This design comes from an exercise in tuning for small area on the open sky130 flow, not from production work.
At most, simulation tests tie the RTL to the original design; equivalence was not proved.

==> inputs of run K <==
## sort16_top
module sort16_top (
    input          clk,
    input          rst,
    input          i_valid,
    input  [511:0] x,
    output [511:0] y,
    output         o_valid
);
reg [4:0] vld;
always @(posedge clk or negedge rst)
    if (!rst) vld <= 0;
    else vld <= {vld[3:0], i_valid};
assign o_valid = vld[4];
wire [31:0] c1_0_13_lo, c1_0_13_hi;
cas32 c1_0_13 (.a(x[31:0]), .b(x[447:416]), .lo(c1_0_13_lo), .hi(c1_0_13_hi));
wire [31:0] c1_1_12_lo, c1_1_12_hi;
cas32 c1_1_12 (.a(x[63:32]), .b(x[415:384]), .lo(c1_1_12_lo), .hi(c1_1_12_hi));
wire [31:0] c1_2_15_lo, c1_2_15_hi;
cas32 c1_2_15 (.a(x[95:64]), .b(x[511:480]), .lo(c1_2_15_lo), .hi(c1_2_15_hi));
wire [31:0] c1_3_14_lo, c1_3_14_hi;
cas32 c1_3_14 (.a(x[127:96]), .b(x[479:448]), .lo(c1_3_14_lo), .hi(c1_3_14_hi));
wire [31:0] c1_4_8_lo, c1_4_8_hi;
cas32 c1_4_8 (.a(x[159:128]), .b(x[287:256]), .lo(c1_4_8_lo), .hi(c1_4_8_hi));
wire [31:0] c1_5_6_lo, c1_5_6_hi;
cas32 c1_5_6 (.a(x[191:160]), .b(x[223:192]), .lo(c1_5_6_lo), .hi(c1_5_6_hi));
wire [31:0] c1_7_11_lo, c1_7_11_hi;
cas32 c1_7_11 (.a(x[255:224]), .b(x[383:352]), .lo(c1_7_11_lo), .hi(c1_7_11_hi));
wire [31:0] c1_9_10_lo, c1_9_10_hi;
cas32 c1_9_10 (.a(x[319:288]), .b(x[351:320]), .lo(c1_9_10_lo), .hi(c1_9_10_hi));
wire [31:0] c2_0_5_lo, c2_0_5_hi;
cas32 c2_0_5 (.a(c1_0_13_lo), .b(c1_5_6_lo), .lo(c2_0_5_lo), .hi(c2_0_5_hi));
wire [31:0] c2_1_7_lo, c2_1_7_hi;
cas32 c2_1_7 (.a(c1_1_12_lo), .b(c1_7_11_lo), .lo(c2_1_7_lo), .hi(c2_1_7_hi));
wire [31:0] c2_2_9_lo, c2_2_9_hi;
cas32 c2_2_9 (.a(c1_2_15_lo), .b(c1_9_10_lo), .lo(c2_2_9_lo), .hi(c2_2_9_hi));
wire [31:0] c2_3_4_lo, c2_3_4_hi;
  ...
Settings: LEC_CHECK=0, ABC_AREA=1, CAP_MARGIN=20, CORE_MARGIN=2, CORE_UTILIZATION=60, GPL_TIMING_DRIVEN=0, PLACE_DENSITY=0.75, SLEW_MARGIN=20; clock period 5.0 ns.
run.sh (not shown) runs the stock make flow with config.mk's settings and CLKGATE_MAP_FILE= SYNTH_SCRIPT=/design/flow/synth_recipe.tcl, a recipe that flattens the netlist after the stock synthesis.
==> run C (differences from run K) <==
--- a/flow/design.v
+++ b/flow/design.v
@@ -34,19 +34,19 @@
     input          clk,
     input          rst,
     input          i_valid,
     input  [511:0] x,
     output [511:0] y,
     output         o_valid
 );
-reg [4:0] vld;
+reg [2:0] vld;
 always @(posedge clk or negedge rst)
     if (!rst) vld <= 0;
-    else vld <= {vld[3:0], i_valid};
-assign o_valid = vld[4];
+    else vld <= {vld[1:0], i_valid};
+assign o_valid = vld[2];
 wire [31:0] c1_0_13_lo, c1_0_13_hi;
 cas32 c1_0_13 (.a(x[31:0]), .b(x[447:416]), .lo(c1_0_13_lo), .hi(c1_0_13_hi));
 wire [31:0] c1_1_12_lo, c1_1_12_hi;
 cas32 c1_1_12 (.a(x[63:32]), .b(x[415:384]), .lo(c1_1_12_lo), .hi(c1_1_12_hi));
 wire [31:0] c1_2_15_lo, c1_2_15_hi;
 cas32 c1_2_15 (.a(x[95:64]), .b(x[511:480]), .lo(c1_2_15_lo), .hi(c1_2_15_hi));
 wire [31:0] c1_3_14_lo, c1_3_14_hi;
@@ -122,112 +122,93 @@
 cas32 c4_6_7 (.a(c3_6_8_lo), .b(c3_7_9_lo), .lo(c4_6_7_lo), .hi(c4_6_7_hi));
 wire [31:0] c4_8_9_lo, c4_8_9_hi;
 cas32 c4_8_9 (.a(c3_6_8_hi), .b(c3_7_9_hi), .lo(c4_8_9_lo), .hi(c4_8_9_hi));
 wire [31:0] c4_12_14_lo, c4_12_14_hi;
 cas32 c4_12_14 (.a(c3_12_13_lo), .b(c3_14_15_lo), .lo(c4_12_14_lo), .hi(c4_12_14_hi));
 wire [31:0] c4_13_15_lo, c4_13_15_hi;
 cas32 c4_13_15 (.a(c3_12_13_hi), .b(c3_14_15_hi), .lo(c4_13_15_lo), .hi(c4_13_15_hi));
-reg [31:0] r4_0, r4_1, r4_2, r4_3, r4_4, r4_5, r4_6, r4_7, r4_8, r4_9, r4_10, r4_11, r4_12, r4_13, r4_14, r4_15;
+wire [31:0] c5_1_2_lo, c5_1_2_hi;
+cas32 c5_1_2 (.a(c4_1_3_lo), .b(c4_0_2_hi), .lo(c5_1_2_lo), .hi(c5_1_2_hi));
+wire [31:0] c5_3_12_lo, c5_3_12_hi;
+cas32 c5_3_12 (.a(c4_1_3_hi), .b(c4_12_14_lo), .lo(c5_3_12_lo), .hi(c5_3_12_hi));
+wire [31:0] c5_4_6_lo, c5_4_6_hi;
+cas32 c5_4_6 (.a(c4_4_10_lo), .b(c4_6_7_lo), .lo(c5_4_6_lo), .hi(c5_4_6_hi));
+wire [31:0] c5_5_7_lo, c5_5_7_hi;
+cas32 c5_5_7 (.a(c4_5_11_lo), .b(c4_6_7_hi), .lo(c5_5_7_lo), .hi(c5_5_7_hi));
+wire [31:0] c5_8_10_lo, c5_8_10_hi;
+cas32 c5_8_10 (.a(c4_8_9_lo), .b(c4_4_10_hi), .lo(c5_8_10_lo), .hi(c5_8_10_hi));
+wire [31:0] c5_9_11_lo, c5_9_11_hi;
+cas32 c5_9_11 (.a(c4_8_9_hi), .b(c4_5_11_hi), .lo(c5_9_11_lo), .hi(c5_9_11_hi));
+wire [31:0] c5_13_14_lo, c5_13_14_hi;
+cas32 c5_13_14 (.a(c4_13_15_lo), .b(c4_12_14_hi), .lo(c5_13_14_lo), .hi(c5_13_14_hi));
+reg [31:0] r5_0, r5_1, r5_2, r5_3, r5_4, r5_5, r5_6, r5_7, r5_8, r5_9, r5_10, r5_11, r5_12, r5_13, r5_14, r5_15;
 always @(posedge clk) begin
-    r4_0 <= c4_0_2_lo;
-    r4_1 <= c4_1_3_lo;
-    r4_2 <= c4_0_2_hi;
-    r4_3 <= c4_1_3_hi;
-    r4_4 <= c4_4_10_lo;
-    r4_5 <= c4_5_11_lo;
-    r4_6 <= c4_6_7_lo;
-    r4_7 <= c4_6_7_hi;
-    r4_8 <= c4_8_9_lo;
-    r4_9 <= c4_8_9_hi;
-    r4_10 <= c4_4_10_hi;
-    r4_11 <= c4_5_11_hi;
-    r4_12 <= c4_12_14_lo;
-    r4_13 <= c4_13_15_lo;
-    r4_14 <= c4_12_14_hi;
-    r4_15 <= c4_13_15_hi;
-end
-wire [31:0] c5_1_2_lo, c5_1_2_hi;
-cas32 c5_1_2 (.a(r4_1), .b(r4_2), .lo(c5_1_2_lo), .hi(c5_1_2_hi));
-wire [31:0] c5_3_12_lo, c5_3_12_hi;
-cas32 c5_3_12 (.a(r4_3), .b(r4_12), .lo(c5_3_12_lo), .hi(c5_3_12_hi));
-wire [31:0] c5_4_6_lo, c5_4_6_hi;
-cas32 c5_4_6 (.a(r4_4), .b(r4_6), .lo(c5_4_6_lo), .hi(c5_4_6_hi));
-wire [31:0] c5_5_7_lo, c5_5_7_hi;
-cas32 c5_5_7 (.a(r4_5), .b(r4_7), .lo(c5_5_7_lo), .hi(c5_5_7_hi));
-wire [31:0] c5_8_10_lo, c5_8_10_hi;
-cas32 c5_8_10 (.a(r4_8), .b(r4_10), .lo(c5_8_10_lo), .hi(c5_8_10_hi));
-wire [31:0] c5_9_11_lo, c5_9_11_hi;
-cas32 c5_9_11 (.a(r4_9), .b(r4_11), .lo(c5_9_11_lo), .hi(c5_9_11_hi));
-wire [31:0] c5_13_14_lo, c5_13_14_hi;
-cas32 c5_13_14 (.a(r4_13), .b(r4_14), .lo(c5_13_14_lo), .hi(c5_13_14_hi));
+    r5_0 <= c4_0_2_lo;
+    r5_1 <= c5_1_2_lo;
+    r5_2 <= c5_1_2_hi;
+    r5_3 <= c5_3_12_lo;
+    r5_4 <= c5_4_6_lo;
+    r5_5 <= c5_5_7_lo;
+    r5_6 <= c5_4_6_hi;
+    r5_7 <= c5_5_7_hi;
+    r5_8 <= c5_8_10_lo;
+    r5_9 <= c5_9_11_lo;
+    r5_10 <= c5_8_10_hi;
+    r5_11 <= c5_9_11_hi;
+    r5_12 <= c5_3_12_hi;
+    r5_13 <= c5_13_14_lo;
+    r5_14 <= c5_13_14_hi;
+    r5_15 <= c4_13_15_hi;
+end
 wire [31:0] c6_1_4_lo, c6_1_4_hi;
-cas32 c6_1_4 (.a(c5_1_2_lo), .b(c5_4_6_lo), .lo(c6_1_4_lo), .hi(c6_1_4_hi));
+cas32 c6_1_4 (.a(r5_1), .b(r5_4), .lo(c6_1_4_lo), .hi(c6_1_4_hi));
 wire [31:0] c6_2_6_lo, c6_2_6_hi;
-cas32 c6_2_6 (.a(c5_1_2_hi), .b(c5_4_6_hi), .lo(c6_2_6_lo), .hi(c6_2_6_hi));
+cas32 c6_2_6 (.a(r5_2), .b(r5_6), .lo(c6_2_6_lo), .hi(c6_2_6_hi));
 wire [31:0] c6_5_8_lo, c6_5_8_hi;
-cas32 c6_5_8 (.a(c5_5_7_lo), .b(c5_8_10_lo), .lo(c6_5_8_lo), .hi(c6_5_8_hi));
+cas32 c6_5_8 (.a(r5_5), .b(r5_8), .lo(c6_5_8_lo), .hi(c6_5_8_hi));
 wire [31:0] c6_7_10_lo, c6_7_10_hi;
-cas32 c6_7_10 (.a(c5_5_7_hi), .b(c5_8_10_hi), .lo(c6_7_10_lo), .hi(c6_7_10_hi));
+cas32 c6_7_10 (.a(r5_7), .b(r5_10), .lo(c6_7_10_lo), .hi(c6_7_10_hi));
 wire [31:0] c6_9_13_lo, c6_9_13_hi;
-cas32 c6_9_13 (.a(c5_9_11_lo), .b(c5_13_14_lo), .lo(c6_9_13_lo), .hi(c6_9_13_hi));
+cas32 c6_9_13 (.a(r5_9), .b(r5_13), .lo(c6_9_13_lo), .hi(c6_9_13_hi));
 wire [31:0] c6_11_14_lo, c6_11_14_hi;
-cas32 c6_11_14 (.a(c5_9_11_hi), .b(c5_13_14_hi), .lo(c6_11_14_lo), .hi(c6_11_14_hi));
-reg [31:0] r6_0, r6_1, r6_2, r6_3, r6_4, r6_5, r6_6, r6_7, r6_8, r6_9, r6_10, r6_11, r6_12, r6_13, r6_14, r6_15;
-always @(posedge clk) begin
-    r6_0 <= r4_0;
-    r6_1 <= c6_1_4_lo;
-    r6_2 <= c6_2_6_lo;
-    r6_3 <= c5_3_12_lo;
-    r6_4 <= c6_1_4_hi;
-    r6_5 <= c6_5_8_lo;
-    r6_6 <= c6_2_6_hi;
-    r6_7 <= c6_7_10_lo;
-    r6_8 <= c6_5_8_hi;
-    r6_9 <= c6_9_13_lo;
-    r6_10 <= c6_7_10_hi;
-    r6_11 <= c6_11_14_lo;
-    r6_12 <= c5_3_12_hi;
-    r6_13 <= c6_9_13_hi;
-    r6_14 <= c6_11_14_hi;
-    r6_15 <= r4_15;
-end
+cas32 c6_11_14 (.a(r5_11), .b(r5_14), .lo(c6_11_14_lo), .hi(c6_11_14_hi));
 wire [31:0] c7_2_4_lo, c7_2_4_hi;
-cas32 c7_2_4 (.a(r6_2), .b(r6_4), .lo(c7_2_4_lo), .hi(c7_2_4_hi));
+cas32 c7_2_4 (.a(c6_2_6_lo), .b(c6_1_4_hi), .lo(c7_2_4_lo), .hi(c7_2_4_hi));
 wire [31:0] c7_3_6_lo, c7_3_6_hi;
-cas32 c7_3_6 (.a(r6_3), .b(r6_6), .lo(c7_3_6_lo), .hi(c7_3_6_hi));
+cas32 c7_3_6 (.a(r5_3), .b(c6_2_6_hi), .lo(c7_3_6_lo), .hi(c7_3_6_hi));
 wire [31:0] c7_9_12_lo, c7_9_12_hi;
-cas32 c7_9_12 (.a(r6_9), .b(r6_12), .lo(c7_9_12_lo), .hi(c7_9_12_hi));
+cas32 c7_9_12 (.a(c6_9_13_lo), .b(r5_12), .lo(c7_9_12_lo), .hi(c7_9_12_hi));
 wire [31:0] c7_11_13_lo, c7_11_13_hi;
-cas32 c7_11_13 (.a(r6_11), .b(r6_13), .lo(c7_11_13_lo), .hi(c7_11_13_hi));
+cas32 c7_11_13 (.a(c6_11_14_lo), .b(c6_9_13_hi), .lo(c7_11_13_lo), .hi(c7_11_13_hi));
 wire [31:0] c8_3_5_lo, c8_3_5_hi;
-cas32 c8_3_5 (.a(c7_3_6_lo), .b(r6_5), .lo(c8_3_5_lo), .hi(c8_3_5_hi));
+cas32 c8_3_5 (.a(c7_3_6_lo), .b(c6_5_8_lo), .lo(c8_3_5_lo), .hi(c8_3_5_hi));
 wire [31:0] c8_6_8_lo, c8_6_8_hi;
-cas32 c8_6_8 (.a(c7_3_6_hi), .b(r6_8), .lo(c8_6_8_lo), .hi(c8_6_8_hi));
+cas32 c8_6_8 (.a(c7_3_6_hi), .b(c6_5_8_hi), .lo(c8_6_8_lo), .hi(c8_6_8_hi));
 wire [31:0] c8_7_9_lo, c8_7_9_hi;
-cas32 c8_7_9 (.a(r6_7), .b(c7_9_12_lo), .lo(c8_7_9_lo), .hi(c8_7_9_hi));
+cas32 c8_7_9 (.a(c6_7_10_lo), .b(c7_9_12_lo), .lo(c8_7_9_lo), .hi(c8_7_9_hi));
 wire [31:0] c8_10_12_lo, c8_10_12_hi;
-cas32 c8_10_12 (.a(r6_10), .b(c7_9_12_hi), .lo(c8_10_12_lo), .hi(c8_10_12_hi));
+cas32 c8_10_12 (.a(c6_7_10_hi), .b(c7_9_12_hi), .lo(c8_10_12_lo), .hi(c8_10_12_hi));
 reg [31:0] r8_0, r8_1, r8_2, r8_3, r8_4, r8_5, r8_6, r8_7, r8_8, r8_9, r8_10, r8_11, r8_12, r8_13, r8_14, r8_15;
 always @(posedge clk) begin
-    r8_0 <= r6_0;
-    r8_1 <= r6_1;
+    r8_0 <= r5_0;
+    r8_1 <= c6_1_4_lo;
     r8_2 <= c7_2_4_lo;
     r8_3 <= c8_3_5_lo;
     r8_4 <= c7_2_4_hi;
     r8_5 <= c8_3_5_hi;
     r8_6 <= c8_6_8_lo;
     r8_7 <= c8_7_9_lo;
     r8_8 <= c8_6_8_hi;
     r8_9 <= c8_7_9_hi;
     r8_10 <= c8_10_12_lo;
     r8_11 <= c7_11_13_lo;
     r8_12 <= c8_10_12_hi;
     r8_13 <= c7_11_13_hi;
-    r8_14 <= r6_14;
-    r8_15 <= r6_15;
+    r8_14 <= c6_11_14_hi;
+    r8_15 <= r5_15;
 end
 wire [31:0] c9_3_4_lo, c9_3_4_hi;
 cas32 c9_3_4 (.a(r8_3), .b(r8_4), .lo(c9_3_4_lo), .hi(c9_3_4_hi));
 wire [31:0] c9_5_6_lo, c9_5_6_hi;
 cas32 c9_5_6 (.a(r8_5), .b(r8_6), .lo(c9_5_6_lo), .hi(c9_5_6_hi));
 wire [31:0] c9_7_8_lo, c9_7_8_hi;
 cas32 c9_7_8 (.a(r8_7), .b(r8_8), .lo(c9_7_8_lo), .hi(c9_7_8_hi));
@@ -235,28 +216,9 @@
 cas32 c9_9_10 (.a(r8_9), .b(r8_10), .lo(c9_9_10_lo), .hi(c9_9_10_hi));
 wire [31:0] c9_11_12_lo, c9_11_12_hi;
 cas32 c9_11_12 (.a(r8_11), .b(r8_12), .lo(c9_11_12_lo), .hi(c9_11_12_hi));
 wire [31:0] c10_6_7_lo, c10_6_7_hi;
 cas32 c10_6_7 (.a(c9_5_6_hi), .b(c9_7_8_lo), .lo(c10_6_7_lo), .hi(c10_6_7_hi));
 wire [31:0] c10_8_9_lo, c10_8_9_hi;
 cas32 c10_8_9 (.a(c9_7_8_hi), .b(c9_9_10_lo), .lo(c10_8_9_lo), .hi(c10_8_9_hi));
-reg [31:0] r10_0, r10_1, r10_2, r10_3, r10_4, r10_5, r10_6, r10_7, r10_8, r10_9, r10_10, r10_11, r10_12, r10_13, r10_14, r10_15;
-always @(posedge clk) begin
-    r10_0 <= r8_0;
-    r10_1 <= r8_1;
-    r10_2 <= r8_2;
-    r10_3 <= c9_3_4_lo;
-    r10_4 <= c9_3_4_hi;
-    r10_5 <= c9_5_6_lo;
-    r10_6 <= c10_6_7_lo;
-    r10_7 <= c10_6_7_hi;
-    r10_8 <= c10_8_9_lo;
-    r10_9 <= c10_8_9_hi;
-    r10_10 <= c9_9_10_hi;
-    r10_11 <= c9_11_12_lo;
-    r10_12 <= c9_11_12_hi;
-    r10_13 <= r8_13;
-    r10_14 <= r8_14;
-    r10_15 <= r8_15;
-end
-assign y = {r10_15, r10_14, r10_13, r10_12, r10_11, r10_10, r10_9, r10_8, r10_7, r10_6, r10_5, r10_4, r10_3, r10_2, r10_1, r10_0};
+assign y = {r8_15, r8_14, r8_13, c9_11_12_hi, c9_11_12_lo, c9_9_10_hi, c10_8_9_hi, c10_8_9_lo, c10_6_7_hi, c10_6_7_lo, c9_5_6_lo, c9_3_4_hi, c9_3_4_lo, r8_2, r8_1, r8_0};
 endmodule
- CORE_UTILIZATION: 60 -> 45
- GPL_TIMING_DRIVEN: 0 -> default
- PLACE_DENSITY: 0.75 -> default
==> notes.md <==
item	run C	run K
Run status	complete, but fails checks	complete, but fails checks
Reasons for failing layout checks	negative setup slack	max-capacitance violations, max-slew violations, negative setup slack
Seq/total area	19.4%	31.1%
Number of nets in the synthesized netlist	21800	24300
Termination of the worst setup path	y[228]	r2_15[3]
Aggregate negative setup slack	-135.63 ns	-1.30 ns
First element of the critical path	r8_5[21]	x[341]
Met1 usage	56.2%	62.6%
Gp weighted congestion	1.12	1.24
TritonCTS buffer count	161	233
Starting Density	45.3%	60.4%
Largest driver fanout on the critical path	13	10
Worst R2R Path Depth	35	23
Slack of the critical path	-0.513 ns	-0.252 ns
Detailed placer's ending HPWL	545000 um	548000 um
Cell area reported after detailed placement	150000 um^2	156000 um^2
Post-layout instance area	159000 um^2	165000 um^2
First-pass GRT wire length	891000 um	974000 um
Multi-input combinational cell area	71900 um^2	73700 um^2
Seq Cell Count	1539	2565
Setup-failing EPs final	690	24
Function not checked in run C: the RTL went through the layout flow alone.

==> port drivers added, routing unchanged <==
The flow's constraints put no driver on any port. The routed layouts listed below were extracted and timed again, unchanged, in two steps. Step 1, drivers: a clkbuf_16 drives clk and a buf_2 each remaining input, both assumed. Step 2 times the ports against the registers' clock, not the clock port: input delays grow and output delays shrink by t, the midpoint of the rising clock arrivals with the driver on. Three values: ideal, step 1, step 2; two values: the first two.
run | t, ns | setup WS [ns] | worst setup path after step 2 | worst register clock-pin slew, ns
run K | 1.008 | -0.252 / -0.178 / -1.187 | input to register | 0.09 / 0.09
run C | 0.968 | -0.513 / -0.621 / -0.425 | input to register | 0.10 / 0.10
For run K, which loses most, drivers alone change the setup slack by +0.074 ns; drivers and shift together by -0.935 ns.
